From an optimization exercise on the open Yosys and OpenROAD flow, aimed at small area, a short achievable clock period and few clock cycles per item; shortcuts taken in it are not production practice. The RTL was checked by simulation tests, not by an equivalence proof against the original design.

--- design/flow/design.v ---
module mul16hi(input [15:0] b, input [7:0] one, input [7:0] two, input [7:0] neg,
               input d8, output [15:0] hi);
  wire [16:0] pp0, pp1, pp2, pp3, pp4, pp5, pp6, pp7;
  wire [15:0] p8 = b & {16{d8}};
  wire [7:0] ng = neg, nn = ~neg;
  wire [17:0] be = {1'b0, b, 1'b0};
  assign pp0 = (({17{one[0]}} & {1'b0, b}) | ({17{two[0]}} & {b, 1'b0})) ^ {17{neg[0]}};
  assign pp1 = (({17{one[1]}} & {1'b0, b}) | ({17{two[1]}} & {b, 1'b0})) ^ {17{neg[1]}};
  assign pp2 = (({17{one[2]}} & {1'b0, b}) | ({17{two[2]}} & {b, 1'b0})) ^ {17{neg[2]}};
  assign pp3 = (({17{one[3]}} & {1'b0, b}) | ({17{two[3]}} & {b, 1'b0})) ^ {17{neg[3]}};
  assign pp4 = (({17{one[4]}} & {1'b0, b}) | ({17{two[4]}} & {b, 1'b0})) ^ {17{neg[4]}};
  assign pp5 = (({17{one[5]}} & {1'b0, b}) | ({17{two[5]}} & {b, 1'b0})) ^ {17{neg[5]}};
  assign pp6 = (({17{one[6]}} & {1'b0, b}) | ({17{two[6]}} & {b, 1'b0})) ^ {17{neg[6]}};
  assign pp7 = (({17{one[7]}} & {1'b0, b}) | ({17{two[7]}} & {b, 1'b0})) ^ {17{neg[7]}};
  wire n1, n2, n3, n4, n5, n6, n7, n8, n9, n10, n11, n12, n13, n14, n15, n16, n17, n18, n19, n20, n21, n22, n23, n24, n25, n26, n27, n28, n29, n30, n31, n32, n33, n34, n35, n36, n37, n38, n39, n40, n41, n42, n43, n44, n45, n46, n47, n48, n49, n50, n51, n52, n53, n54, n55, n56, n57, n58, n59, n60, n61, n62, n63, n64, n65, n66, n67, n68, n69, n70, n71, n72, n73, n74, n75, n76, n77, n78, n79, n80, n81, n82, n83, n84, n85, n86, n87, n88, n89, n90, n91, n92, n93, n94, n95, n96, n97, n98, n99, n100, n101, n102, n103, n104, n105, n106, n107, n108, n109, n110, n111, n112, n113, n114, n115, n116, n117, n118, n119, n120, n121, n122, n123, n124, n125, n126, n127, n128, n129, n130, n131, n132, n133, n134, n135, n136, n137, n138, n139, n140, n141, n142, n143, n144, n145, n146, n147, n148, n149, n150, n151, n152, n153, n154, n155, n156, n157, n158, n159, n160, n161, n162, n163, n164, n165, n166, n167, n168, n169, n170, n171, n172, n173, n174, n175, n176, n177, n178, n179, n180, n181, n182, n183, n184, n185, n186, n187, n188, n189, n190, n191, n192, n193, n194, n195, n196, n197, n198, n199, n200, n201, n202, n203, n204, n205, n206, n207, n208, n209, n210, n211, n212, n213, n214, n215, n216, n217, n218, n219, n220, n221, n222, n223, n224, n225, n226, n227, n228, n229, n230, n231, n232, n233, n234, n235, n236, n237, n238, n239, n240, n241, n242, n243, n244, n245, n246, n247, n248, n249, n250, n251, n252, n253, n254, n255, n256, n257, n258, n259, n260, n261, n262, n263, n264;
  assign n1 = pp0[10] ^ pp1[8];
  assign n2 = pp0[10] & pp1[8];
  assign n3 = pp0[11] ^ pp1[9];
  assign n4 = pp0[11] & pp1[9];
  assign n5 = (pp0[12] ^ pp1[10]) ^ pp2[8];
  assign n6 = (pp0[12] & pp1[10]) | ((pp0[12] ^ pp1[10]) & pp2[8]);
  assign n7 = pp3[6] ^ pp4[4];
  assign n8 = pp3[6] & pp4[4];
  assign n9 = (pp0[13] ^ pp1[11]) ^ pp2[9];
  assign n10 = (pp0[13] & pp1[11]) | ((pp0[13] ^ pp1[11]) & pp2[9]);
  assign n11 = pp3[7] ^ pp4[5];
  assign n12 = pp3[7] & pp4[5];
  assign n13 = (pp0[14] ^ pp1[12]) ^ pp2[10];
  assign n14 = (pp0[14] & pp1[12]) | ((pp0[14] ^ pp1[12]) & pp2[10]);
  assign n15 = (pp3[8] ^ pp4[6]) ^ pp5[4];
  assign n16 = (pp3[8] & pp4[6]) | ((pp3[8] ^ pp4[6]) & pp5[4]);
  assign n17 = pp6[2] ^ pp7[0];
  assign n18 = pp6[2] & pp7[0];
  assign n19 = (pp0[15] ^ pp1[13]) ^ pp2[11];
  assign n20 = (pp0[15] & pp1[13]) | ((pp0[15] ^ pp1[13]) & pp2[11]);
  assign n21 = (pp3[9] ^ pp4[7]) ^ pp5[5];
  assign n22 = (pp3[9] & pp4[7]) | ((pp3[9] ^ pp4[7]) & pp5[5]);
  assign n23 = pp6[3] ^ pp7[1];
  assign n24 = pp6[3] & pp7[1];
  assign n25 = (pp0[16] ^ pp1[14]) ^ pp2[12];
  assign n26 = (pp0[16] & pp1[14]) | ((pp0[16] ^ pp1[14]) & pp2[12]);
  assign n27 = (pp3[10] ^ pp4[8]) ^ pp5[6];
  assign n28 = (pp3[10] & pp4[8]) | ((pp3[10] ^ pp4[8]) & pp5[6]);
  assign n29 = (pp6[4] ^ pp7[2]) ^ p8[0];
  assign n30 = (pp6[4] & pp7[2]) | ((pp6[4] ^ pp7[2]) & p8[0]);
  assign n31 = (ng[0] ^ pp1[15]) ^ pp2[13];
  assign n32 = (ng[0] & pp1[15]) | ((ng[0] ^ pp1[15]) & pp2[13]);
  assign n33 = (pp3[11] ^ pp4[9]) ^ pp5[7];
  assign n34 = (pp3[11] & pp4[9]) | ((pp3[11] ^ pp4[9]) & pp5[7]);
  assign n35 = (pp6[5] ^ pp7[3]) ^ p8[1];
  assign n36 = (pp6[5] & pp7[3]) | ((pp6[5] ^ pp7[3]) & p8[1]);
  assign n37 = (ng[0] ^ pp1[16]) ^ pp2[14];
  assign n38 = (ng[0] & pp1[16]) | ((ng[0] ^ pp1[16]) & pp2[14]);
  assign n39 = (pp3[12] ^ pp4[10]) ^ pp5[8];
  assign n40 = (pp3[12] & pp4[10]) | ((pp3[12] ^ pp4[10]) & pp5[8]);
  assign n41 = (pp6[6] ^ pp7[4]) ^ p8[2];
  assign n42 = (pp6[6] & pp7[4]) | ((pp6[6] ^ pp7[4]) & p8[2]);
  assign n43 = (nn[0] ^ nn[1]) ^ pp2[15];
  assign n44 = (nn[0] & nn[1]) | ((nn[0] ^ nn[1]) & pp2[15]);
  assign n45 = (pp3[13] ^ pp4[11]) ^ pp5[9];
  assign n46 = (pp3[13] & pp4[11]) | ((pp3[13] ^ pp4[11]) & pp5[9]);
  assign n47 = (pp6[7] ^ pp7[5]) ^ p8[3];
  assign n48 = (pp6[7] & pp7[5]) | ((pp6[7] ^ pp7[5]) & p8[3]);
  assign n49 = (1'b1 ^ pp2[16]) ^ pp3[14];
  assign n50 = (1'b1 & pp2[16]) | ((1'b1 ^ pp2[16]) & pp3[14]);
  assign n51 = (pp4[12] ^ pp5[10]) ^ pp6[8];
  assign n52 = (pp4[12] & pp5[10]) | ((pp4[12] ^ pp5[10]) & pp6[8]);
  assign n53 = pp7[6] ^ p8[4];
  assign n54 = pp7[6] & p8[4];
  assign n55 = (nn[2] ^ pp3[15]) ^ pp4[13];
  assign n56 = (nn[2] & pp3[15]) | ((nn[2] ^ pp3[15]) & pp4[13]);
  assign n57 = (pp5[11] ^ pp6[9]) ^ pp7[7];
  assign n58 = (pp5[11] & pp6[9]) | ((pp5[11] ^ pp6[9]) & pp7[7]);
  assign n59 = (1'b1 ^ pp3[16]) ^ pp4[14];
  assign n60 = (1'b1 & pp3[16]) | ((1'b1 ^ pp3[16]) & pp4[14]);
  assign n61 = pp5[12] ^ pp6[10];
  assign n62 = pp5[12] & pp6[10];
  assign n63 = (nn[3] ^ pp4[15]) ^ pp5[13];
  assign n64 = (nn[3] & pp4[15]) | ((nn[3] ^ pp4[15]) & pp5[13]);
  assign n65 = 1'b1 ^ pp4[16];
  assign n66 = 1'b1 & pp4[16];
  assign n67 = pp0[6] ^ pp1[4];
  assign n68 = pp0[6] & pp1[4];
  assign n69 = pp0[7] ^ pp1[5];
  assign n70 = pp0[7] & pp1[5];
  assign n71 = (pp0[8] ^ pp1[6]) ^ pp2[4];
  assign n72 = (pp0[8] & pp1[6]) | ((pp0[8] ^ pp1[6]) & pp2[4]);
  assign n73 = pp3[2] ^ pp4[0];
  assign n74 = pp3[2] & pp4[0];
  assign n75 = (pp0[9] ^ pp1[7]) ^ pp2[5];
  assign n76 = (pp0[9] & pp1[7]) | ((pp0[9] ^ pp1[7]) & pp2[5]);
  assign n77 = pp3[3] ^ pp4[1];
  assign n78 = pp3[3] & pp4[1];
  assign n79 = (pp2[6] ^ pp3[4]) ^ pp4[2];
  assign n80 = (pp2[6] & pp3[4]) | ((pp2[6] ^ pp3[4]) & pp4[2]);
  assign n81 = (pp5[0] ^ ng[5]) ^ n1;
  assign n82 = (pp5[0] & ng[5]) | ((pp5[0] ^ ng[5]) & n1);
  assign n83 = (pp2[7] ^ pp3[5]) ^ pp4[3];
  assign n84 = (pp2[7] & pp3[5]) | ((pp2[7] ^ pp3[5]) & pp4[3]);
  assign n85 = (pp5[1] ^ n2) ^ n3;
  assign n86 = (pp5[1] & n2) | ((pp5[1] ^ n2) & n3);
  assign n87 = (pp5[2] ^ pp6[0]) ^ ng[6];
  assign n88 = (pp5[2] & pp6[0]) | ((pp5[2] ^ pp6[0]) & ng[6]);
  assign n89 = (n4 ^ n5) ^ n7;
  assign n90 = (n4 & n5) | ((n4 ^ n5) & n7);
  assign n91 = (pp5[3] ^ pp6[1]) ^ n6;
  assign n92 = (pp5[3] & pp6[1]) | ((pp5[3] ^ pp6[1]) & n6);
  assign n93 = (n8 ^ n9) ^ n11;
  assign n94 = (n8 & n9) | ((n8 ^ n9) & n11);
  assign n95 = (ng[7] ^ n10) ^ n12;
  assign n96 = (ng[7] & n10) | ((ng[7] ^ n10) & n12);
  assign n97 = (n13 ^ n15) ^ n17;
  assign n98 = (n13 & n15) | ((n13 ^ n15) & n17);
  assign n99 = (n14 ^ n16) ^ n18;
  assign n100 = (n14 & n16) | ((n14 ^ n16) & n18);
  assign n101 = (n19 ^ n21) ^ n23;
  assign n102 = (n19 & n21) | ((n19 ^ n21) & n23);
  assign n103 = (n20 ^ n22) ^ n24;
  assign n104 = (n20 & n22) | ((n20 ^ n22) & n24);
  assign n105 = (n25 ^ n27) ^ n29;
  assign n106 = (n25 & n27) | ((n25 ^ n27) & n29);
  assign n107 = (n26 ^ n28) ^ n30;
  assign n108 = (n26 & n28) | ((n26 ^ n28) & n30);
  assign n109 = (n31 ^ n33) ^ n35;
  assign n110 = (n31 & n33) | ((n31 ^ n33) & n35);
  assign n111 = (n32 ^ n34) ^ n36;
  assign n112 = (n32 & n34) | ((n32 ^ n34) & n36);
  assign n113 = (n37 ^ n39) ^ n41;
  assign n114 = (n37 & n39) | ((n37 ^ n39) & n41);
  assign n115 = (n38 ^ n40) ^ n42;
  assign n116 = (n38 & n40) | ((n38 ^ n40) & n42);
  assign n117 = (n43 ^ n45) ^ n47;
  assign n118 = (n43 & n45) | ((n43 ^ n45) & n47);
  assign n119 = (n44 ^ n46) ^ n48;
  assign n120 = (n44 & n46) | ((n44 ^ n46) & n48);
  assign n121 = (n49 ^ n51) ^ n53;
  assign n122 = (n49 & n51) | ((n49 ^ n51) & n53);
  assign n123 = (p8[5] ^ n50) ^ n52;
  assign n124 = (p8[5] & n50) | ((p8[5] ^ n50) & n52);
  assign n125 = (n54 ^ n55) ^ n57;
  assign n126 = (n54 & n55) | ((n54 ^ n55) & n57);
  assign n127 = (pp7[8] ^ p8[6]) ^ n56;
  assign n128 = (pp7[8] & p8[6]) | ((pp7[8] ^ p8[6]) & n56);
  assign n129 = (n58 ^ n59) ^ n61;
  assign n130 = (n58 & n59) | ((n58 ^ n59) & n61);
  assign n131 = (pp6[11] ^ pp7[9]) ^ p8[7];
  assign n132 = (pp6[11] & pp7[9]) | ((pp6[11] ^ pp7[9]) & p8[7]);
  assign n133 = (n60 ^ n62) ^ n63;
  assign n134 = (n60 & n62) | ((n60 ^ n62) & n63);
  assign n135 = (pp5[14] ^ pp6[12]) ^ pp7[10];
  assign n136 = (pp5[14] & pp6[12]) | ((pp5[14] ^ pp6[12]) & pp7[10]);
  assign n137 = (p8[8] ^ n64) ^ n65;
  assign n138 = (p8[8] & n64) | ((p8[8] ^ n64) & n65);
  assign n139 = (nn[4] ^ pp5[15]) ^ pp6[13];
  assign n140 = (nn[4] & pp5[15]) | ((nn[4] ^ pp5[15]) & pp6[13]);
  assign n141 = (pp7[11] ^ p8[9]) ^ n66;
  assign n142 = (pp7[11] & p8[9]) | ((pp7[11] ^ p8[9]) & n66);
  assign n143 = (1'b1 ^ pp5[16]) ^ pp6[14];
  assign n144 = (1'b1 & pp5[16]) | ((1'b1 ^ pp5[16]) & pp6[14]);
  assign n145 = pp7[12] ^ p8[10];
  assign n146 = pp7[12] & p8[10];
  assign n147 = (nn[5] ^ pp6[15]) ^ pp7[13];
  assign n148 = (nn[5] & pp6[15]) | ((nn[5] ^ pp6[15]) & pp7[13]);
  assign n149 = 1'b1 ^ pp6[16];
  assign n150 = 1'b1 & pp6[16];
  assign n151 = pp0[4] ^ pp1[2];
  assign n152 = pp0[4] & pp1[2];
  assign n153 = pp0[5] ^ pp1[3];
  assign n154 = pp0[5] & pp1[3];
  assign n155 = (pp2[2] ^ pp3[0]) ^ ng[3];
  assign n156 = (pp2[2] & pp3[0]) | ((pp2[2] ^ pp3[0]) & ng[3]);
  assign n157 = (pp2[3] ^ pp3[1]) ^ n68;
  assign n158 = (pp2[3] & pp3[1]) | ((pp2[3] ^ pp3[1]) & n68);
  assign n159 = (ng[4] ^ n70) ^ n71;
  assign n160 = (ng[4] & n70) | ((ng[4] ^ n70) & n71);
  assign n161 = (n72 ^ n74) ^ n75;
  assign n162 = (n72 & n74) | ((n72 ^ n74) & n75);
  assign n163 = (n76 ^ n78) ^ n79;
  assign n164 = (n76 & n78) | ((n76 ^ n78) & n79);
  assign n165 = (n80 ^ n82) ^ n83;
  assign n166 = (n80 & n82) | ((n80 ^ n82) & n83);
  assign n167 = (n84 ^ n86) ^ n87;
  assign n168 = (n84 & n86) | ((n84 ^ n86) & n87);
  assign n169 = (n88 ^ n90) ^ n91;
  assign n170 = (n88 & n90) | ((n88 ^ n90) & n91);
  assign n171 = (n92 ^ n94) ^ n95;
  assign n172 = (n92 & n94) | ((n92 ^ n94) & n95);
  assign n173 = (n96 ^ n98) ^ n99;
  assign n174 = (n96 & n98) | ((n96 ^ n98) & n99);
  assign n175 = (n100 ^ n102) ^ n103;
  assign n176 = (n100 & n102) | ((n100 ^ n102) & n103);
  assign n177 = (n104 ^ n106) ^ n107;
  assign n178 = (n104 & n106) | ((n104 ^ n106) & n107);
  assign n179 = (n108 ^ n110) ^ n111;
  assign n180 = (n108 & n110) | ((n108 ^ n110) & n111);
  assign n181 = (n112 ^ n114) ^ n115;
  assign n182 = (n112 & n114) | ((n112 ^ n114) & n115);
  assign n183 = (n116 ^ n118) ^ n119;
  assign n184 = (n116 & n118) | ((n116 ^ n118) & n119);
  assign n185 = (n120 ^ n122) ^ n123;
  assign n186 = (n120 & n122) | ((n120 ^ n122) & n123);
  assign n187 = (n124 ^ n126) ^ n127;
  assign n188 = (n124 & n126) | ((n124 ^ n126) & n127);
  assign n189 = (n128 ^ n130) ^ n131;
  assign n190 = (n128 & n130) | ((n128 ^ n130) & n131);
  assign n191 = (n132 ^ n134) ^ n135;
  assign n192 = (n132 & n134) | ((n132 ^ n134) & n135);
  assign n193 = (n136 ^ n138) ^ n139;
  assign n194 = (n136 & n138) | ((n136 ^ n138) & n139);
  assign n195 = (n140 ^ n142) ^ n143;
  assign n196 = (n140 & n142) | ((n140 ^ n142) & n143);
  assign n197 = (p8[11] ^ n144) ^ n146;
  assign n198 = (p8[11] & n144) | ((p8[11] ^ n144) & n146);
  assign n199 = (pp7[14] ^ p8[12]) ^ n148;
  assign n200 = (pp7[14] & p8[12]) | ((pp7[14] ^ p8[12]) & n148);
  assign n201 = (nn[6] ^ pp7[15]) ^ p8[13];
  assign n202 = (nn[6] & pp7[15]) | ((nn[6] ^ pp7[15]) & p8[13]);
  assign n203 = 1'b1 ^ pp7[16];
  assign n204 = 1'b1 & pp7[16];
  assign n205 = pp0[2] ^ pp1[0];
  assign n206 = pp0[2] & pp1[0];
  assign n207 = pp0[3] ^ pp1[1];
  assign n208 = pp0[3] & pp1[1];
  assign n209 = (pp2[0] ^ ng[2]) ^ n151;
  assign n210 = (pp2[0] & ng[2]) | ((pp2[0] ^ ng[2]) & n151);
  assign n211 = (pp2[1] ^ n152) ^ n153;
  assign n212 = (pp2[1] & n152) | ((pp2[1] ^ n152) & n153);
  assign n213 = (n67 ^ n154) ^ n155;
  assign n214 = (n67 & n154) | ((n67 ^ n154) & n155);
  assign n215 = (n69 ^ n156) ^ n157;
  assign n216 = (n69 & n156) | ((n69 ^ n156) & n157);
  assign n217 = (n73 ^ n158) ^ n159;
  assign n218 = (n73 & n158) | ((n73 ^ n158) & n159);
  assign n219 = (n77 ^ n160) ^ n161;
  assign n220 = (n77 & n160) | ((n77 ^ n160) & n161);
  assign n221 = (n81 ^ n162) ^ n163;
  assign n222 = (n81 & n162) | ((n81 ^ n162) & n163);
  assign n223 = (n85 ^ n164) ^ n165;
  assign n224 = (n85 & n164) | ((n85 ^ n164) & n165);
  assign n225 = (n89 ^ n166) ^ n167;
  assign n226 = (n89 & n166) | ((n89 ^ n166) & n167);
  assign n227 = (n93 ^ n168) ^ n169;
  assign n228 = (n93 & n168) | ((n93 ^ n168) & n169);
  assign n229 = (n97 ^ n170) ^ n171;
  assign n230 = (n97 & n170) | ((n97 ^ n170) & n171);
  assign n231 = (n101 ^ n172) ^ n173;
  assign n232 = (n101 & n172) | ((n101 ^ n172) & n173);
  assign n233 = (n105 ^ n174) ^ n175;
  assign n234 = (n105 & n174) | ((n105 ^ n174) & n175);
  assign n235 = (n109 ^ n176) ^ n177;
  assign n236 = (n109 & n176) | ((n109 ^ n176) & n177);
  assign n237 = (n113 ^ n178) ^ n179;
  assign n238 = (n113 & n178) | ((n113 ^ n178) & n179);
  assign n239 = (n117 ^ n180) ^ n181;
  assign n240 = (n117 & n180) | ((n117 ^ n180) & n181);
  assign n241 = (n121 ^ n182) ^ n183;
  assign n242 = (n121 & n182) | ((n121 ^ n182) & n183);
  assign n243 = (n125 ^ n184) ^ n185;
  assign n244 = (n125 & n184) | ((n125 ^ n184) & n185);
  assign n245 = (n129 ^ n186) ^ n187;
  assign n246 = (n129 & n186) | ((n129 ^ n186) & n187);
  assign n247 = (n133 ^ n188) ^ n189;
  assign n248 = (n133 & n188) | ((n133 ^ n188) & n189);
  assign n249 = (n137 ^ n190) ^ n191;
  assign n250 = (n137 & n190) | ((n137 ^ n190) & n191);
  assign n251 = (n141 ^ n192) ^ n193;
  assign n252 = (n141 & n192) | ((n141 ^ n192) & n193);
  assign n253 = (n145 ^ n194) ^ n195;
  assign n254 = (n145 & n194) | ((n145 ^ n194) & n195);
  assign n255 = (n147 ^ n196) ^ n197;
  assign n256 = (n147 & n196) | ((n147 ^ n196) & n197);
  assign n257 = (n149 ^ n198) ^ n199;
  assign n258 = (n149 & n198) | ((n149 ^ n198) & n199);
  assign n259 = (n150 ^ n200) ^ n201;
  assign n260 = (n150 & n200) | ((n150 ^ n200) & n201);
  assign n261 = (p8[14] ^ n202) ^ n203;
  assign n262 = (p8[14] & n202) | ((p8[14] ^ n202) & n203);
  assign n263 = (nn[7] ^ p8[15]) ^ n204;
  assign n264 = (nn[7] & p8[15]) | ((nn[7] ^ p8[15]) & n204);
  wire [31:0] ra = {n262, n260, n258, n256, n254, n252, n250, n248, n246, n244, n242, n240, n238, n236, n234, n232, n230, n228, n226, n224, n222, n220, n218, n216, n214, n212, n210, n208, n206, ng[1], pp0[1], pp0[0]};
  wire [31:0] rb = {n263, n261, n259, n257, n255, n253, n251, n249, n247, n245, n243, n241, n239, n237, n235, n233, n231, n229, n227, n225, n223, n221, n219, n217, n215, n213, n211, n209, n207, n205, 1'b0, ng[0]};
  wire [31:0] s = ra + rb;
  assign hi = s[31:16];
endmodule
module exponential(input clk, rst, start, input [15:0] x,
                   output done, output [1:0] intpart, output [15:0] fracpart);
  reg  [8:1]  s;           
  wire        idle = ~|s;
  reg  [15:0] u;
  reg  [17:0] r;
  reg  [7:0]  xone, xtwo, xneg;    
  reg         x15;
  always @(posedge clk or posedge rst)
    if (rst) s <= 8'b0;
    else     s <= {s[7:1], idle & start};
  assign done = idle;
  function ge(input [15:0] v, input [15:0] k);
    integer i;
    reg q;
    begin
      q = 1'b1;
      for (i = 0; i < 16; i = i + 1)
        q = k[i] ? (v[i] & q) : (v[i] | q);
      ge = q;
    end
  endfunction
  function [23:0] enc(input [15:0] v);
    integer i;
    reg [16:0] e;
    reg [7:0] o, t, n;
    begin
      e = {v, 1'b0};
      for (i = 0; i < 8; i = i + 1) begin
        o[i] = e[2*i+1] ^ e[2*i];
        t[i] = (e[2*i+2] & ~e[2*i+1] & ~e[2*i]) | (~e[2*i+2] & e[2*i+1] & e[2*i]);
        n[i] = e[2*i+2];
      end
      enc = {o, t, n};
    end
  endfunction
  wire [7:0] eone, etwo, eneg;
  assign {eone, etwo, eneg} = enc(x);
  wire [11:0] g;
  assign g[0] = ge(x, 16'd46904);
  assign g[1] = ge(x, 16'd51031);
  assign g[2] = ge(x, 16'd53627);
  assign g[3] = ge(x, 16'd55899);
  assign g[4] = ge(x, 16'd57544);
  assign g[5] = ge(x, 16'd58980);
  assign g[6] = ge(x, 16'd60309);
  assign g[7] = ge(x, 16'd61357);
  assign g[8] = ge(x, 16'd62481);
  assign g[9] = ge(x, 16'd63365);
  assign g[10] = ge(x, 16'd64192);
  assign g[11] = ge(x, 16'd64957);
  reg [17:0] r0g;
  always @* begin
    casez (g)
      12'b1???????????: r0g = 18'h0FFFF + 18'd13;
      12'b01??????????: r0g = 18'h0FFFF + 18'd12;
      12'b001?????????: r0g = 18'h0FFFF + 18'd11;
      12'b0001????????: r0g = 18'h0FFFF + 18'd10;
      12'b00001???????: r0g = 18'h0FFFF + 18'd8;
      12'b000001??????: r0g = 18'h0FFFF + 18'd7;
      12'b0000001?????: r0g = 18'h0FFFF + 18'd6;
      12'b00000001????: r0g = 18'h0FFFF + 18'd5;
      12'b000000001???: r0g = 18'h0FFFF + 18'd4;
      12'b0000000001??: r0g = 18'h0FFFF + 18'd3;
      12'b00000000001?: r0g = 18'h0FFFF + 18'd2;
      12'b000000000001: r0g = 18'h0FFFF + 18'd1;
      default:          r0g = 18'h0FFFF;
    endcase
  end
  wire [15:0] t0 = x - 16'd2;
  wire [17:0] r0 = |x[15:1] ? r0g : {17'b0, ~x[0]};
  localparam [23:0] E5 = enc(16'h5555), E3 = enc(16'h3333), E2 = enc(16'h2AAA);
  wire [7:0] one = xone, two = xtwo, neg = xneg;
  wire       d8  = x15;
  wire [15:0] b = u;
  wire [15:0] hi;
  mul16hi mul(.b(b), .one(one), .two(two), .neg(neg), .d8(d8), .hi(hi));
  wire [17:0] sum = r + {2'b0, b};
  wire nxt_idle = s[8] | (idle & ~start);
  always @(posedge clk) begin
    {xone, xtwo, xneg} <= s[2] ? E5 : s[5] ? E3 : s[7] ? E2 : nxt_idle ? 24'b0 : {eone, etwo, eneg};
    x15 <= nxt_idle | (~(s[2] | s[5] | s[7]) & x[15]);
    u <= (idle & start) ? t0 : s[1] ? {1'b0, hi[15:1]} : s[4] ? {2'b0, hi[15:2]} : hi;
    if (idle & start) r <= r0;
    else if (s[1] | s[2] | s[4] | s[5] | s[7]) r <= sum;
  end
  assign {intpart, fracpart} = sum;
endmodule
--- design/flow/run.sh ---
#!/bin/bash
# synth_recipe.tcl (not shown) runs the flow's synth.tcl, then flattens the netlist and writes it again
# the make line also repeats each setting of config.mk as NAME=value (left out here)
make -C /OpenROAD-flow-scripts/flow DESIGN_CONFIG=/design/flow/config.mk WORK_HOME=/design/flow/orfs CLKGATE_MAP_FILE= SYNTH_SCRIPT=/design/flow/synth_recipe.tcl finish
--- design/flow/config.mk ---
export PLATFORM = sky130hd
export DESIGN_NAME = exponential
export DESIGN_NICKNAME = exponential
export VERILOG_FILES = /design/flow/design.v
export SDC_FILE = /design/flow/constraint.sdc
export NUM_CORES = 4
export LEC_CHECK = 0
export CAP_MARGIN = 20
export CORE_MARGIN = 2
export CORE_UTILIZATION = 60
export SETUP_SLACK_MARGIN = 3.45
export SLEW_MARGIN = 20
--- design/flow/constraint.sdc ---
create_clock -name core_clock -period 9.0 [get_ports {clk}]
set_input_delay 1.8000 -clock core_clock [delete_from_list [all_inputs] [get_ports {clk}]]
set_output_delay 1.8000 -clock core_clock [all_outputs]
set_load 0.01 [all_outputs]
==> metrics.cfg, run 1 <==
[timing]
final_period_utilization=0.603
final.setup_skew_ns=0.0138
fin_worst_hold_slack_ns=0.378
worst_slew_pin_slew_ns=0.848
maxSlewViolCount=0
final_critical_path_setup_slack_ns=3.57
final-hold-violation-count=0
grt_setup_unrepaired=false
min_period_ns=5.43
timing.final.setup_violations=0
setup-tns-final_ns=0
relSlewSlack=0.433
achievable-frequency_mhz=184

[die]
fp.dieH_um=134
core-area_mm2=0.0166
ioPinCount=38
fp.dieW_um=134
start_util=0.615
fp.dieArea_mm2=0.0181
floorplan.rows=47

[synth]
simple_gate_fraction_of_synth_area=0.105
synth_enable_flop_cells=18
synth.mux.area_fraction=0.00699
synth-adder-area-share=0.297
yosys-top-cells-count=126 x sky130_fd_sc_hd__inv_1, 124 x sky130_fd_sc_hd__a22oi_1, 116 x sky130_fd_sc_hd__xnor2_1, 105 x sky130_fd_sc_hd__fa_1, 100 x sky130_fd_sc_hd__nand2_1
synth_top_area_frac=0.206
synth_xor_area_frac=0.151
postSynthAreaPerCell_um2=8.62
synth_compound_gate_area_share=0.202
ys.warnings.count=1
synth_top_family_by_area=adder cells
post-synth-top-count-cell=sky130_fd_sc_hd__inv_1
post_synthesis_cells=1184
syn-cell-area_mm2=0.0102
syn_nets=1382
postSynthRegisterBits=67
asyncSetResetFlopFracSynth=0.119
yosysTopAreaCell=sky130_fd_sc_hd__fa_1
yosys.cell_types.count=73
post_synth_main_area_contributors=sky130_fd_sc_hd__fa_1 21%, sky130_fd_sc_hd__xnor2_1 10%, sky130_fd_sc_hd__a22oi_1 9.1%
seq_area_frac_synth=0.153
postSynth.topFlopCell=sky130_fd_sc_hd__dfxtp_1

[routing]
met3_wirelength_um=2520
met2_wirelength_um=13800
m1WireLength_um=12500
routed-via-count=8723
route.detailed.wl_per_inst_um=21.0
drc_errors=0
drt_first_pass_iters=6
route.detailed.vias_per_inst=6.20
ant_nets=0
detail_route.wirelength_um=29600
drt-initial-drc-count=831
topRoutingLayerUsed=met4

[min_path]
worst_hold_startpoint=s[3]
holdPathStages=0
min_path_type=reg2reg
hold_path_end=s[4]

[placement]
port-buffer-count=37
number_of_placed_instances_taps_included=1354
hpwl_um=20900
gpl.final_weighted_congestion=0.967
detailedPlace.worstSlack_ns=2.76

[cells_and_area]
final_layout_size_suffix_gt1_frac=0.125
final_non_filler_cells=1408
multiInputGateArea_mm2=0.00794
antenna-diode-count=0
n_fill_cell=1377
area.growth.synth_to_final_pct=12.8
final-seq-area_mm2=0.00168
finish.net_count=1381

[worst_setup_path]
type_of_element_capturing_the_critical_path=flop
data_required_time_at_the_worst_endpoint_ns=9.21
critical_path_arrival_ns=5.63
crit_fanout=18
start_kind=flop
rrSetupSlack_ns=3.57
cp-startpoint=u[15]
reg2regPathDepth=20
critical_path.reg2reg.endpoint=u[13]
crit-reg2reg-launch=u[15]
path_class=reg2reg

[grt]
grt_pass1_wl_um=47000
vias_in_the_first_global_route=8543
grt_total_usage=0.337
gr-total-overflow=0
initial_antenna_violation_count=0
grt_max_degree=36

[clock_network]
cts-root-to-sink-buffers=2
cts_num_sinks=67
htreeDepth=3
cts_root_buffer=sky130_fd_sc_hd__clkbuf_16
cts-hold-fix-buffers=0
clkTransAtPathRegs_ns=0.06
cts-buffers-inserted=9
clk-insertion-delay-late_ns=0.35
tritoncts=yes

[job]
cap_violations=0

[outcome]
outcome=finished clean

==> worst max-delay path by stage <==
stage and end:
2_1_floorplan u[11], 3_3_place_gp u[12], 3_5_place_dp u[12], 4_1_cts u[11], 5_1_grt u[14], 6_report u[13]
==> repair_timing <==
action	CTS	global route
endpoints found under the setup margin	22	16
buffers inserted	4	34
cloned	0	0
endpoints found under the hold margin	0	0
pin swaps	3	12
gates resized for setup	53	58
==> layer usage <==
metal,global-route usage,vias to the layer above
met2,0.529,382
met1,0.464,4252
met3,0.0813,59
li1,-,4030
met4,0.102,0
met5,0,-
==> sequential cells by signal (all words and copies together) (netlist names) <==
name / count
xone: 8
x15: 1
xtwo: 8
s: 8
xneg: 8
u: 16
r: 18
==> critical path, stage by stage (launching register included) <==
cell	delay [ns]
sky130_fd_sc_hd__dfxtp_1	0.33
sky130_fd_sc_hd__buf_12	0.17
sky130_fd_sc_hd__a22oi_2	0.19
sky130_fd_sc_hd__xor2_2	0.22
sky130_fd_sc_hd__fa_1	0.48
sky130_fd_sc_hd__fa_1	0.46
sky130_fd_sc_hd__fa_1	0.43
sky130_fd_sc_hd__fa_1	0.51
sky130_fd_sc_hd__inv_1	0.04
sky130_fd_sc_hd__ha_1	0.35
sky130_fd_sc_hd__and4_4	0.18
sky130_fd_sc_hd__and2_1	0.19
sky130_fd_sc_hd__a221o_1	0.34
sky130_fd_sc_hd__a21oi_2	0.23
sky130_fd_sc_hd__a21oi_4	0.11
sky130_fd_sc_hd__a311oi_4	0.34
sky130_fd_sc_hd__buf_4	0.19
sky130_fd_sc_hd__o221ai_2	0.10
sky130_fd_sc_hd__xnor2_2	0.17
sky130_fd_sc_hd__o22ai_1	0.21
sky130_fd_sc_hd__a211oi_2	0.05
==> layout by cell type, fill, tap and decap left out, types with 20 or more instances in the layout <==
master                            netlist  routed
sky130_fd_sc_hd__nor3_1                20      20
sky130_fd_sc_hd__fa_1                 105     102
sky130_fd_sc_hd__a21oi_1               49      48
sky130_fd_sc_hd__nor2_1                46      46
sky130_fd_sc_hd__nand3_1               20      20
sky130_fd_sc_hd__ha_1                  74      71
sky130_fd_sc_hd__buf_4                  0      45
sky130_fd_sc_hd__clkdlybuf4s50_1        0      35
sky130_fd_sc_hd__a22oi_1              124     116
sky130_fd_sc_hd__nand2_1              100     100
sky130_fd_sc_hd__inv_1                126     125
sky130_fd_sc_hd__xor2_1                58      56
sky130_fd_sc_hd__dfxtp_4                0      30
sky130_fd_sc_hd__o21ai_0               29      29
sky130_fd_sc_hd__xnor2_1              116     114
==> stage by stage <==
| stage | cell area (um2) | utilization |
|---|---|---|
| floorplan | 10200 | - |
| finish | 11500 | 0.694 |
| CTS | 11000 | 0.664 |
| global route | 11500 | 0.694 |
| global placement | 10600 | 0.638 |
| detailed placement | 10600 | 0.638 |
==> logic make-up after synthesis <==
kind of cell | count (synthesis)
AO/OA/AOI/OAI | 289
AND/OR/NAND/NOR | 235
buffers and inverters | 232
adder cells (fa/ha/maj) | 179
XOR/XNOR | 175
flip-flops | 67
multiplexers | 7
==> final cells by class <==
type / count / area share
inverter: 131 / 0.0437
sequential: 67 / 0.146
multi-input combinational: 885 / 0.690
clock inverter: 6 / 0.00532
tap: 220 / 0.0239
timing repair buffer: 89 / 0.0711
clock buffer: 10 / 0.0208
Testbench counts, summed over its fixed seeds: cycles 72,000, items 8,000.
==> inputs of run 2 (changes only) <==
--- a/design/flow/config.mk
+++ b/design/flow/config.mk
@@ -7,6 +7,6 @@
 export LEC_CHECK = 0
 export CAP_MARGIN = 20
 export CORE_MARGIN = 2
-export CORE_UTILIZATION = 60
-export SETUP_SLACK_MARGIN = 3.45
+export CORE_UTILIZATION = 50
+export SETUP_SLACK_MARGIN = 3.2
 export SLEW_MARGIN = 20
==> metrics.cfg, run 2 <==
[routing]
route.detailed.vias_per_inst=6.00
drt_first_pass_iters=6
drt-initial-drc-count=774
detail_route.wirelength_um=29900
route.detailed.wl_per_inst_um=21.0
ant_nets=0
drc_errors=0
routed-via-count=8545

[grt]
grt_total_usage=0.285
initial_antenna_violation_count=0
vias_in_the_first_global_route=8619
grt_pass1_wl_um=48000
gr-total-overflow=0
grt_max_degree=36

[synth]
synth_enable_flop_cells=18
yosysTopAreaCell=sky130_fd_sc_hd__fa_1
yosys-top-cells-count=126 x sky130_fd_sc_hd__inv_1, 124 x sky130_fd_sc_hd__a22oi_1, 116 x sky130_fd_sc_hd__xnor2_1, 105 x sky130_fd_sc_hd__fa_1, 100 x sky130_fd_sc_hd__nand2_1
syn-cell-area_mm2=0.0102
synth_top_family_by_area=adder cells
syn_nets=1382
synth.mux.area_fraction=0.00699
postSynth.topFlopCell=sky130_fd_sc_hd__dfxtp_1
yosys.cell_types.count=73
seq_area_frac_synth=0.153
post_synthesis_cells=1184
postSynthRegisterBits=67
synth-adder-area-share=0.297
synth_top_area_frac=0.206
ys.warnings.count=1
asyncSetResetFlopFracSynth=0.119
postSynthAreaPerCell_um2=8.62
simple_gate_fraction_of_synth_area=0.105
synth_xor_area_frac=0.151
post-synth-top-count-cell=sky130_fd_sc_hd__inv_1
post_synth_main_area_contributors=sky130_fd_sc_hd__fa_1 21%, sky130_fd_sc_hd__xnor2_1 10%, sky130_fd_sc_hd__a22oi_1 9.1%
synth_compound_gate_area_share=0.202

[cells_and_area]
max_flop_register=r
n_fill_cell=1817
finish.net_count=1346
final-seq-area_mm2=0.00164
area.growth.synth_to_final_pct=8.66
largestRegisters=r x18, u x16
final_layout_size_suffix_gt1_frac=0.0789
largest_register_ffs=18
final_cell_mix=125 x sky130_fd_sc_hd__inv_1, 124 x sky130_fd_sc_hd__a22oi_1, 115 x sky130_fd_sc_hd__xnor2_1
multiInputGateArea_mm2=0.00780
layout.cells.most_common=sky130_fd_sc_hd__inv_1

[timing]
worst_slew_pin_slew_ns=0.872
grt_setup_unrepaired=false
fin_worst_hold_slack_ns=0.388
setup-tns-final_ns=0
final-hold-violation-count=0
timing.final.setup_violations=0
maxSlewViolCount=0
min_period_ns=5.63
relSlewSlack=0.417
final_period_utilization=0.625
achievable-frequency_mhz=178
final.setup_skew_ns=0.0124

[worst_setup_path]
crit_fanout=8
critical_path_arrival_ns=5.84
start_kind=flop
path_class=reg2reg
type_of_element_capturing_the_critical_path=flop
data_required_time_at_the_worst_endpoint_ns=9.21

[placement]
hpwl_um=21300
gpl.final_weighted_congestion=0.871
port-buffer-count=37

[clock_network]
tritoncts=yes
cts_num_sinks=67
cts-buffers-inserted=9
clk-insertion-delay-late_ns=0.34
cts-hold-fix-buffers=0
cts_root_buffer=sky130_fd_sc_hd__clkbuf_16
htreeDepth=3
clkTransAtPathRegs_ns=0.07
cts-root-to-sink-buffers=2

[outcome]
outcome=finished clean

[die]
start_util=0.508
fp.dieArea_mm2=0.0216
ioPinCount=38
floorplan.rows=52
fp.dieW_um=147
fp.dieH_um=147
core-area_mm2=0.0201

[min_path]
min_path_type=reg2reg

[job]
cap_violations=0

[run 2: cell count changes in the layout (fill, tap and decap cells not counted), moves of 3 or more]
cell,change
sky130_fd_sc_hd__fa_1,+3
sky130_fd_sc_hd__dfxtp_2,+12
sky130_fd_sc_hd__fa_2,-3
sky130_fd_sc_hd__buf_12,-3
sky130_fd_sc_hd__a22oi_1,+8
sky130_fd_sc_hd__ha_1,+3
sky130_fd_sc_hd__buf_4,-29
sky130_fd_sc_hd__dfxtp_4,-14
sky130_fd_sc_hd__a22oi_2,-8
[run 2: path summary, 6_finish.rpt]
| check | from | end | slack [ns] | cells after the start |
|---|---|---|---|---|
| worst max-delay path | xneg[6] | u[9] | 3.37 | 18 |
| worst min-delay path | s[3] | s[4] | 0.39 | 0 |
| worst max register to register | xneg[6] | u[9] | 3.37 | 18 |
| worst min register to register | s[3] | s[4] | 0.39 | 0 |
| max in group asynchronous | rst | s[2] | 7.06 | 2 |
| min in group asynchronous | rst | s[1] | 1.70 | 2 |
[run 2: routing by layer]
layer | up-vias | track usage | share of wire
li1 | 3956 | - | -
met1 | 4204 | 0.382 | 0.42
met2 | 337 | 0.488 | 0.49
met3 | 48 | 0.0320 | 0.063
met4 | 0 | 0.0864 | 0.024
met5 | - | 0 | 0
[run 2: final cells by class]
class	count	area share
multi-input combinational	885	0.703
sequential	67	0.148
timing repair buffer	54	0.0455
inverter	131	0.0451
tap	270	0.0305
clock buffer	9	0.0203
clock inverter	7	0.00733
antenna	1	0.000226
[run 2: repair_timing]
action / in CTS / in global routing
gates resized for setup: 30 / 27
cloned: 0 / 0
pin swaps: 0 / 2
buffers inserted: 2 / 0
hold endpoints to repair: 0 / 0
setup endpoints to repair: 18 / 15
[run 2: cell families after synthesis]
logic type	count (synthesis)
and+or+nand+nor	235
muxes	7
xor gates and xnor gates	175
DFF	67
AOI/OAI and AO/OA	289
adders and majority gates	179
buffers and inverters	232
[run 2: worst max-delay path, cell delays in order (launching register included)]
cell and delay, ns:
sky130_fd_sc_hd__dfxtp_1 0.31, sky130_fd_sc_hd__buf_4 0.26, sky130_fd_sc_hd__clkinvlp_4 0.24, sky130_fd_sc_hd__xnor2_1 0.20, sky130_fd_sc_hd__fa_1 0.46, sky130_fd_sc_hd__fa_1 0.57
sky130_fd_sc_hd__fa_1 0.44, sky130_fd_sc_hd__fa_1 0.49, sky130_fd_sc_hd__inv_1 0.04, sky130_fd_sc_hd__ha_1 0.33, sky130_fd_sc_hd__and4_4 0.21, sky130_fd_sc_hd__and2_1 0.18
sky130_fd_sc_hd__a221o_1 0.31, sky130_fd_sc_hd__a21oi_1 0.24, sky130_fd_sc_hd__a21oi_2 0.14, sky130_fd_sc_hd__or3_1 0.40, sky130_fd_sc_hd__a31oi_2 0.21, sky130_fd_sc_hd__xnor2_1 0.16
sky130_fd_sc_hd__a221o_1 0.32
[run 2: per-stage QoR]
step                cell area [um2]  utilization  setup slack (ns)  cells
floorplan                     10200            -              3.30   1184
global placement              10600        0.530              2.89   1405
detailed placement            10600        0.530              2.78   1405
CTS                           11000        0.548              3.20   1423
global route                  11100        0.551              3.17   1423
finish                        11100        0.552              3.37   1424
==> inputs of run 3 (changes only) <==
--- a/design/flow/config.mk
+++ b/design/flow/config.mk
@@ -7,6 +7,6 @@
 export LEC_CHECK = 0
 export CAP_MARGIN = 20
 export CORE_MARGIN = 2
-export CORE_UTILIZATION = 50
+export CORE_UTILIZATION = 60
 export SETUP_SLACK_MARGIN = 3.2
 export SLEW_MARGIN = 20
==> metrics.cfg, run 3 <==
[placement]
hpwl_um=21000
place_area_mm2=0.0106
gpl.final_weighted_congestion=0.928
detailedPlace.worstSlack_ns=2.71
port-buffer-count=37

[synth]
ys.warnings.count=1
synth_top_area_frac=0.206
yosys.cell_types.count=73
postSynthRegisterBits=67
yosys-top-cells-count=126 x sky130_fd_sc_hd__inv_1, 124 x sky130_fd_sc_hd__a22oi_1, 116 x sky130_fd_sc_hd__xnor2_1, 105 x sky130_fd_sc_hd__fa_1, 100 x sky130_fd_sc_hd__nand2_1
postSynth.topFlopCell=sky130_fd_sc_hd__dfxtp_1
syn_nets=1382
syn-cell-area_mm2=0.0102
synth_enable_flop_cells=18
postSynthAreaPerCell_um2=8.62
yosysTopAreaCell=sky130_fd_sc_hd__fa_1
asyncSetResetFlopFracSynth=0.119
post_synth_main_area_contributors=sky130_fd_sc_hd__fa_1 21%, sky130_fd_sc_hd__xnor2_1 10%, sky130_fd_sc_hd__a22oi_1 9.1%
post_synthesis_cells=1184
seq_area_frac_synth=0.153
post-synth-top-count-cell=sky130_fd_sc_hd__inv_1

[outcome]
outcome=finished clean

[routing]
drt-initial-drc-count=855
drc_errors=0
routed-via-count=8635
drt_first_pass_iters=6
detail_route.wirelength_um=29100
route.detailed.vias_per_inst=6.25
route.detailed.wl_per_inst_um=21.1
ant_nets=0

[die]
fp.dieW_um=134
core-area_mm2=0.0166
ioPinCount=38
fp.dieArea_mm2=0.0181
fp.dieH_um=134
floorplan.rows=47
start_util=0.615

[clock_network]
cts-hold-fix-buffers=0
cts_root_buffer=sky130_fd_sc_hd__clkbuf_16
cts-root-to-sink-buffers=2
htreeDepth=3
clkTransAtPathRegs_ns=0.06
cts-buffers-inserted=9
clk-insertion-delay-late_ns=0.34
tritoncts=yes
cts_num_sinks=67

[cells_and_area]
largest_register_ffs=18
final_layout_size_suffix_gt1_frac=0.0871
max_flop_register=r
final_cell_mix=125 x sky130_fd_sc_hd__inv_1, 121 x sky130_fd_sc_hd__a22oi_1, 116 x sky130_fd_sc_hd__xnor2_1
stdcell_area_mm2=0.0111
largestRegisters=r x18, u x16
layout.cells.most_common=sky130_fd_sc_hd__inv_1
finish.net_count=1353
area.growth.synth_to_final_pct=8.89

[timing]
achievable-frequency_mhz=180
final_critical_path_setup_slack_ns=3.45
maxSlewViolCount=0
grt_setup_unrepaired=false
min_period_ns=5.55
relSlewSlack=0.438
fin_worst_hold_slack_ns=0.374
final_period_utilization=0.617
setup-tns-final_ns=0
final.setup_skew_ns=0.0115
worst_slew_pin_slew_ns=0.841
final-hold-violation-count=0
timing.final.setup_violations=0

[grt]
vias_in_the_first_global_route=8713
grt_max_degree=36
gr-total-overflow=0
initial_antenna_violation_count=0
grt_total_usage=0.341
grt_pass1_wl_um=47500

[worst_setup_path]
data_required_time_at_the_worst_endpoint_ns=9.23
path_class=reg2reg
crit_fanout=18
reg2regPathDepth=19
type_of_element_capturing_the_critical_path=flop
start_kind=flop
critical_path_arrival_ns=5.78

[min_path]
min_path_type=reg2reg
holdPathStages=0

[job]
cap_violations=0

run 3: changes by cell type in the layout (fill, tap and decap cells not counted), moves of 2 or more:
cell                         previous run  this run
sky130_fd_sc_hd__clkinvlp_4             1         4
sky130_fd_sc_hd__dfxtp_4               16        22
sky130_fd_sc_hd__a22oi_2                0         3
sky130_fd_sc_hd__dfxtp_1               11         9
sky130_fd_sc_hd__dfxtp_2               14        10
sky130_fd_sc_hd__clkinv_4               2         0
sky130_fd_sc_hd__a22oi_1              124       121
sky130_fd_sc_hd__buf_4                 16        23
run 3: timing repair:
item / in CTS / in global routing
resized for setup: 30 / 37
setup endpoints to repair: 17 / 15
pin swaps: 1 / 6
buffers inserted: 2 / 9
gates cloned: 0 / 0
run 3: layer usage:
| layer | GRT usage | wire (um) | vias to the layer above |
|---|---|---|---|
| met3 | 0.0695 | 2530 | 56 |
| met1 | 0.470 | 12200 | 4186 |
| met2 | 0.544 | 13500 | 428 |
| met4 | 0.105 | 839 | 0 |
| met5 | 0 | 0 | - |
| li1 | - | - | 3965 |
run 3: per-stage QoR:
step                       util  instances
after floorplan               -       1184
final                     0.670       1381
after CTS                 0.660       1371
after detailed placement  0.637       1353
after global placement    0.637       1353
after global routing      0.670       1380
run 3: worst paths after layout:
check / slack, ns / end / startpoint
worst max-delay path: 3.45 / u[11] / u[15]
worst min-delay path: 0.37 / s[4] / s[3]
worst max register to register: 3.45 / u[11] / u[15]
worst min register to register: 0.37 / s[4] / s[3]
max in group asynchronous: 7.07 / s[1] / rst
min in group asynchronous: 1.71 / s[5] / rst
run 3: final cells by class:
type / instances / area [um2]
antenna: 1 / 2.50
inverter: 131 / 503
sequential: 67 / 1660
timing repair buffer: 61 / 557
clock buffer: 10 / 250
tap: 220 / 275
fill: 1425 / 5470
clock inverter: 6 / 70.1
multi-input combinational: 885 / 7800
run 3: cell families after synthesis:
family | Yosys count | share of synthesized area
AND/OR/NAND/NOR | 235 | 0.105
buffers and inverters | 232 | 0.0855
flip-flops | 67 | 0.153
adder cells (fa/ha/maj) | 179 | 0.297
XOR/XNOR | 175 | 0.151
AO/OA/AOI/OAI | 289 | 0.202
multiplexers | 7 | 0.00699
run 3: worst max-delay path, stage by stage (launching register included):
cell,delay [ns]
sky130_fd_sc_hd__dfxtp_1,0.30
sky130_fd_sc_hd__buf_4,0.30
sky130_fd_sc_hd__a22oi_2,0.12
sky130_fd_sc_hd__xor2_2,0.18
sky130_fd_sc_hd__fa_1,0.53
sky130_fd_sc_hd__fa_1,0.46
sky130_fd_sc_hd__fa_1,0.48
sky130_fd_sc_hd__fa_1,0.49
sky130_fd_sc_hd__inv_1,0.04
sky130_fd_sc_hd__ha_1,0.35
sky130_fd_sc_hd__and4_4,0.23
sky130_fd_sc_hd__and2_1,0.17
sky130_fd_sc_hd__a221o_1,0.34
sky130_fd_sc_hd__a21oi_2,0.18
sky130_fd_sc_hd__a21oi_2,0.12
sky130_fd_sc_hd__a311oi_4,0.37
sky130_fd_sc_hd__buf_4,0.19
sky130_fd_sc_hd__a21oi_1,0.07
sky130_fd_sc_hd__xor2_1,0.19
sky130_fd_sc_hd__a221o_1,0.35
==> inputs of run 4 (changes only) <==
--- a/design/flow/config.mk
+++ b/design/flow/config.mk
@@ -6,6 +6,8 @@
 export NUM_CORES = 4
 export LEC_CHECK = 0
 export CAP_MARGIN = 20
+export CELL_PAD_IN_SITES_DETAIL_PLACEMENT = 0
+export CELL_PAD_IN_SITES_GLOBAL_PLACEMENT = 0
 export CORE_MARGIN = 2
 export CORE_UTILIZATION = 60
 export SETUP_SLACK_MARGIN = 3.2
==> metrics.cfg, run 4 <==
[worst_setup_path]
data_required_time_at_the_worst_endpoint_ns=9.23
crit_family=adder cells
worst_path_largest_cell_delay_ns=0.53
slowest_stage=sky130_fd_sc_hd__fa_1
type_of_element_capturing_the_critical_path=flop
start_kind=flop
crit_fanout=18
timing.critical_path.mode_cell=sky130_fd_sc_hd__fa_1
critical_path_arrival_ns=5.78
path_class=reg2reg
cp.buffers_inverters=3
crit_chain=buf_4 > a22oi_2 > xor2_2 > fa_1 > fa_1 > fa_1 > fa_1 > inv_1 > ha_1 > and4_4 > and2_1 > a221o_1 > a21oi_2 > a21oi_2 > a311oi_4 > buf_4 > a21oi_1 > xor2_1 > a221o_1

[clock_network]
cts-buffers-inserted=9
cts_num_sinks=67
cts_root_buffer=sky130_fd_sc_hd__clkbuf_16
htreeDepth=3
clkTransAtPathRegs_ns=0.06
cts-root-to-sink-buffers=2
clk-insertion-delay-late_ns=0.34
tritoncts=yes

[job]
cap_violations=0

[timing]
final-hold-violation-count=0
maxSlewViolCount=0
worst_slew_pin_slew_ns=0.841
achievable-frequency_mhz=180
relSlewSlack=0.438
final_period_utilization=0.617
timing.final.setup_violations=0
grt_setup_unrepaired=false
final.setup_skew_ns=0.0115
min_period_ns=5.55
setup-tns-final_ns=0

[die]
start_util=0.615
floorplan.rows=47
ioPinCount=38
core-area_mm2=0.0166
fp.dieH_um=134
fp.dieW_um=134
fp.dieArea_mm2=0.0181

[routing]
routed-via-count=8635
ant_nets=0
route.detailed.wl_per_inst_um=21.1
detail_route.wirelength_um=29100
drt_first_pass_iters=6
drt-initial-drc-count=855
route.detailed.vias_per_inst=6.25
drc_errors=0

[grt]
initial_antenna_violation_count=0
grt_total_usage=0.341
grt_max_degree=36
vias_in_the_first_global_route=8713
gr-total-overflow=0
grt_pass1_wl_um=47500

[synth]
asyncSetResetFlopFracSynth=0.119
simple_gate_fraction_of_synth_area=0.105
synth_enable_flop_cells=18
synth_top_family_by_area=adder cells
synth.mux.area_fraction=0.00699
postSynthAreaPerCell_um2=8.62
synth_xor_area_frac=0.151
yosys-top-cells-count=126 x sky130_fd_sc_hd__inv_1, 124 x sky130_fd_sc_hd__a22oi_1, 116 x sky130_fd_sc_hd__xnor2_1, 105 x sky130_fd_sc_hd__fa_1, 100 x sky130_fd_sc_hd__nand2_1
yosysTopAreaCell=sky130_fd_sc_hd__fa_1
seq_area_frac_synth=0.153
syn-cell-area_mm2=0.0102
post-synth-top-count-cell=sky130_fd_sc_hd__inv_1
post_synthesis_cells=1184
synth_top_area_frac=0.206
postSynth.topFlopCell=sky130_fd_sc_hd__dfxtp_1
yosys.cell_types.count=73
synth_compound_gate_area_share=0.202
ys.warnings.count=1
synth-adder-area-share=0.297
postSynthRegisterBits=67
syn_nets=1382
post_synth_main_area_contributors=sky130_fd_sc_hd__fa_1 21%, sky130_fd_sc_hd__xnor2_1 10%, sky130_fd_sc_hd__a22oi_1 9.1%

[placement]
port-buffer-count=37
gpl.final_weighted_congestion=0.928
hpwl_um=21000
number_of_placed_instances_taps_included=1353

[outcome]
outcome=finished clean

[min_path]
min_path_type=reg2reg

[cells_and_area]
area.growth.synth_to_final_pct=8.89
max_flop_register=r
layout.cells.most_common=sky130_fd_sc_hd__inv_1
final_core_util=0.670
largest_register_ffs=18
final_non_filler_cells=1381
largestRegisters=r x18, u x16
final_layout_size_suffix_gt1_frac=0.0871
finish.net_count=1353
final_cell_mix=125 x sky130_fd_sc_hd__inv_1, 121 x sky130_fd_sc_hd__a22oi_1, 116 x sky130_fd_sc_hd__xnor2_1

run 4: stage by stage:
step / hold WS [ns] / area (um2) / setup slack [ns]
floorplan: 0.352 / 10200 / 3.30
global placement: 0.357 / 10600 / 2.83
detailed placement: 0.359 / 10600 / 2.71
CTS: 0.373 / 10900 / 3.20
global route: 0.381 / 11100 / 3.20
finish: 0.374 / 11100 / 3.45
run 4: final timing paths:
path | start | to | slack, ns | cells after the start
min reg2reg | s[3] | s[4] | 0.37 | 0
min in group asynchronous | rst | s[5] | 1.71 | 2
max in group asynchronous | rst | s[1] | 7.07 | 2
max reg2reg | u[15] | u[11] | 3.45 | 19
min | s[3] | s[4] | 0.37 | 0
max | u[15] | u[11] | 3.45 | 19
run 4: kinds of logic after synthesis:
group | Yosys count
AOI/OAI and AO/OA | 289
xor gates and xnor gates | 175
adders and majority gates | 179
buffers and inverters | 232
DFF | 67
muxes | 7
and+or+nand+nor | 235
run 4: cell type report:
class,instances,area [um2]
fillers,1425,5470
repair buffers,61,557
clock inverters,6,70.1
clock buffers,10,250
multi-input cells,885,7800
inverters,131,503
flip-flops and latches,67,1660
diodes,1,2.50
well taps,220,275
run 4: repair_timing:
action | in CTS | in global routing
hold buffers | 0 | 0
endpoints found under the hold margin | 0 | 0
gates resized for setup | 30 | 37
buffers inserted | 2 | 9
setup endpoints to repair | 17 | 15
pin swaps | 1 | 6
run 4: per-layer routing:
layer,wire (um),track usage,part of all wire
met1,12200,0.470,0.42
met2,13500,0.544,0.46
met3,2530,0.0695,0.087
met4,839,0.105,0.029
met5,0,0,0
run 4: worst register-to-register path: cells and delay by family (launching register included):
kind,cells,cell delay [ns]
AO/OA/AOI/OAI,7,1.55
XOR/XNOR,2,0.37
adder cells (fa/ha/maj),5,2.31
buffers and inverters,3,0.53
flip-flops,1,0.30
AND/OR/NAND/NOR,2,0.40
==> inputs of run 5 (changes only) <==
==> design/flow/config.mk (replaced) <==
export PLATFORM = sky130hd
export DESIGN_NAME = exponential
export DESIGN_NICKNAME = exponential
export VERILOG_FILES = /design/flow/design.v
export SDC_FILE = /design/flow/constraint.sdc
export NUM_CORES = 4
export LEC_CHECK = 0
export CAP_MARGIN = 5
export CORE_MARGIN = 2
export CORE_UTILIZATION = 60
export SETUP_SLACK_MARGIN = 3.2
export SLEW_MARGIN = 5
==> metrics.cfg, run 5 <==
[outcome]
outcome=finished clean

[timing]
grt_setup_unrepaired=false
setup-tns-final_ns=0
maxSlewViolCount=0
relSlewSlack=0.438
final_critical_path_setup_slack_ns=3.45
final-hold-violation-count=0
achievable-frequency_mhz=180
final.setup_skew_ns=0.0115
min_period_ns=5.55
timing.final.setup_violations=0
final_period_utilization=0.617
worst_slew_pin_slew_ns=0.841

[synth]
yosysTopAreaCell=sky130_fd_sc_hd__fa_1
post_synth_main_area_contributors=sky130_fd_sc_hd__fa_1 21%, sky130_fd_sc_hd__xnor2_1 10%, sky130_fd_sc_hd__a22oi_1 9.1%
yosys-top-cells-count=126 x sky130_fd_sc_hd__inv_1, 124 x sky130_fd_sc_hd__a22oi_1, 116 x sky130_fd_sc_hd__xnor2_1, 105 x sky130_fd_sc_hd__fa_1, 100 x sky130_fd_sc_hd__nand2_1
asyncSetResetFlopFracSynth=0.119
ys.warnings.count=1
postSynthAreaPerCell_um2=8.62
post-synth-top-count-cell=sky130_fd_sc_hd__inv_1
synth_enable_flop_cells=18
seq_area_frac_synth=0.153
postSynthRegisterBits=67
yosys.cell_types.count=73
syn-cell-area_mm2=0.0102
postSynth.topFlopCell=sky130_fd_sc_hd__dfxtp_1
synth_top_area_frac=0.206
syn_nets=1382
post_synthesis_cells=1184

[worst_setup_path]
worst_path_largest_cell_delay_ns=0.53
critical_path_arrival_ns=5.78
path_class=reg2reg
start_kind=flop
timing.critical_path.mode_cell=sky130_fd_sc_hd__fa_1
slowest_stage=sky130_fd_sc_hd__fa_1
crit_chain=buf_4 > a22oi_2 > xor2_2 > fa_1 > fa_1 > fa_1 > fa_1 > inv_1 > ha_1 > and4_4 > and2_1 > a221o_1 > a21oi_2 > a21oi_2 > a311oi_4 > buf_4 > a21oi_1 > xor2_1 > a221o_1
crit_fanout=18
cp-startpoint=u[15]
type_of_element_capturing_the_critical_path=flop
data_required_time_at_the_worst_endpoint_ns=9.23
crit-reg2reg-launch=u[15]

[routing]
drt_first_pass_iters=6
routed-via-count=8635
ant_nets=0
drt-initial-drc-count=855
route.detailed.vias_per_inst=6.25
detail_route.wirelength_um=29100
drc_errors=0
route.detailed.wl_per_inst_um=21.1

[cells_and_area]
final_non_filler_cells=1381
final_cell_mix=125 x sky130_fd_sc_hd__inv_1, 121 x sky130_fd_sc_hd__a22oi_1, 116 x sky130_fd_sc_hd__xnor2_1
max_flop_register=r
stdcell_area_mm2=0.0111
layout.cells.most_common=sky130_fd_sc_hd__inv_1
largestRegisters=r x18, u x16
finish.net_count=1353
area.growth.synth_to_final_pct=8.89
final_layout_size_suffix_gt1_frac=0.0871
largest_register_ffs=18

[die]
ioPinCount=38
fp.dieArea_mm2=0.0181
floorplan.rows=47
start_util=0.615
fp.dieW_um=134
fp.dieH_um=134
core-area_mm2=0.0166

[clock_network]
cts-root-to-sink-buffers=2
clkTransAtPathRegs_ns=0.06
clk-insertion-delay-late_ns=0.34
cts-buffers-inserted=9
htreeDepth=3
cts_num_sinks=67
cts_root_buffer=sky130_fd_sc_hd__clkbuf_16
cts-hold-fix-buffers=0
tritoncts=yes

[grt]
grt_max_degree=36
gr-total-overflow=0
grt_total_usage=0.341
vias_in_the_first_global_route=8713
initial_antenna_violation_count=0
grt_pass1_wl_um=47500

[placement]
port-buffer-count=37
detailedPlace.worstSlack_ns=2.71
number_of_placed_instances_taps_included=1353
gpl.final_weighted_congestion=0.928
place_area_mm2=0.0106
hpwl_um=21000

[min_path]
worst_hold_startpoint=s[3]
min_path_type=reg2reg

[job]
cap_violations=0

## run 5: worst max-delay path, delay by kind of cell, from the launching register on
kind	cells	cell delay, ns
xor+xnor	2	0.37
flops	1	0.30
compound gates	7	1.55
fa+ha+maj	5	2.31
buf+inv	3	0.53
simple gates	2	0.40
## run 5: repair_timing
action,4_1_cts,5_1_grt
resized for setup,30,37
setup buffers,2,9
pin swaps,1,6
endpoints found under the setup margin,17,15
endpoints found under the hold margin,0,0
## run 5: final cells by class
type,count,area (um2)
repair buffers,61,557
well taps,220,275
inverters,131,503
diodes,1,2.50
flip-flops and latches,67,1660
fillers,1425,5470
clock buffers,10,250
clock inverters,6,70.1
multi-input cells,885,7800
## run 5: path summary, 6_finish.rpt
kind	to	slack [ns]	depth (start not counted)
max in group asynchronous	s[1]	7.07	2
min reg2reg	s[4]	0.37	0
min in group asynchronous	s[5]	1.71	2
max reg2reg	u[11]	3.45	19
max	u[11]	3.45	19
min	s[4]	0.37	0
## run 5: kinds of logic after synthesis
group / Yosys count / synth area share
AOI/OAI and AO/OA: 289 / 0.202
xor gates and xnor gates: 175 / 0.151
adders and majority gates: 179 / 0.297
buffers and inverters: 232 / 0.0855
DFF: 67 / 0.153
muxes: 7 / 0.00699
and+or+nand+nor: 235 / 0.105
## run 5: metal layers
layer | vias up | global-route usage | wire length, um
met3 | 56 | 0.0695 | 2530
met1 | 4186 | 0.470 | 12200
li1 | 3965 | - | -
met5 | - | 0 | 0
met4 | 0 | 0.105 | 839
met2 | 428 | 0.544 | 13500
## run 5: through the flow
step | utilization | hold WS (ns)
after floorplan | - | 0.352
after global routing | 0.670 | 0.381
after detailed placement | 0.637 | 0.359
final | 0.670 | 0.374
after global placement | 0.637 | 0.357
after CTS | 0.660 | 0.373

## re-timing with driven ports
The results above use ideal ports. As a check the final layouts listed here were re-extracted and re-timed, cells and wires unchanged. Step 1: set_driving_cell puts a clkbuf_16 on clk and a buf_2 on each other input, an assumption about the parent block. Step 2 moves the port delays by t, midway between the first and last clock arrival at a register: inputs arrive t later, outputs are due t later. That takes back most of the time a late clock gives input paths. a / b / c = ideal / step 1 / step 2; a / b = the first two.
| run | t, ns | setup WS [ns] | clock arrival spread, ns | worst slew at a driven data input, ns |
|---|---|---|---|---|
| run 1 | 0.387 | 3.574 / 3.574 / 3.574 | 0.015 / 0.016 | 0.03 |
| run 2 | 0.380 | 3.371 / 3.371 / 3.371 | 0.013 / 0.012 | 0.04 |
| run 3 | 0.381 | 3.446 / 3.446 / 3.446 | 0.012 / 0.012 | 0.03 |
| run 4 | 0.381 | 3.446 / 3.446 / 3.446 | 0.012 / 0.012 | 0.03 |
| run 5 | 0.381 | 3.446 / 3.446 / 3.446 | 0.012 / 0.012 | 0.03 |
After both steps every run listed still meets setup and hold.
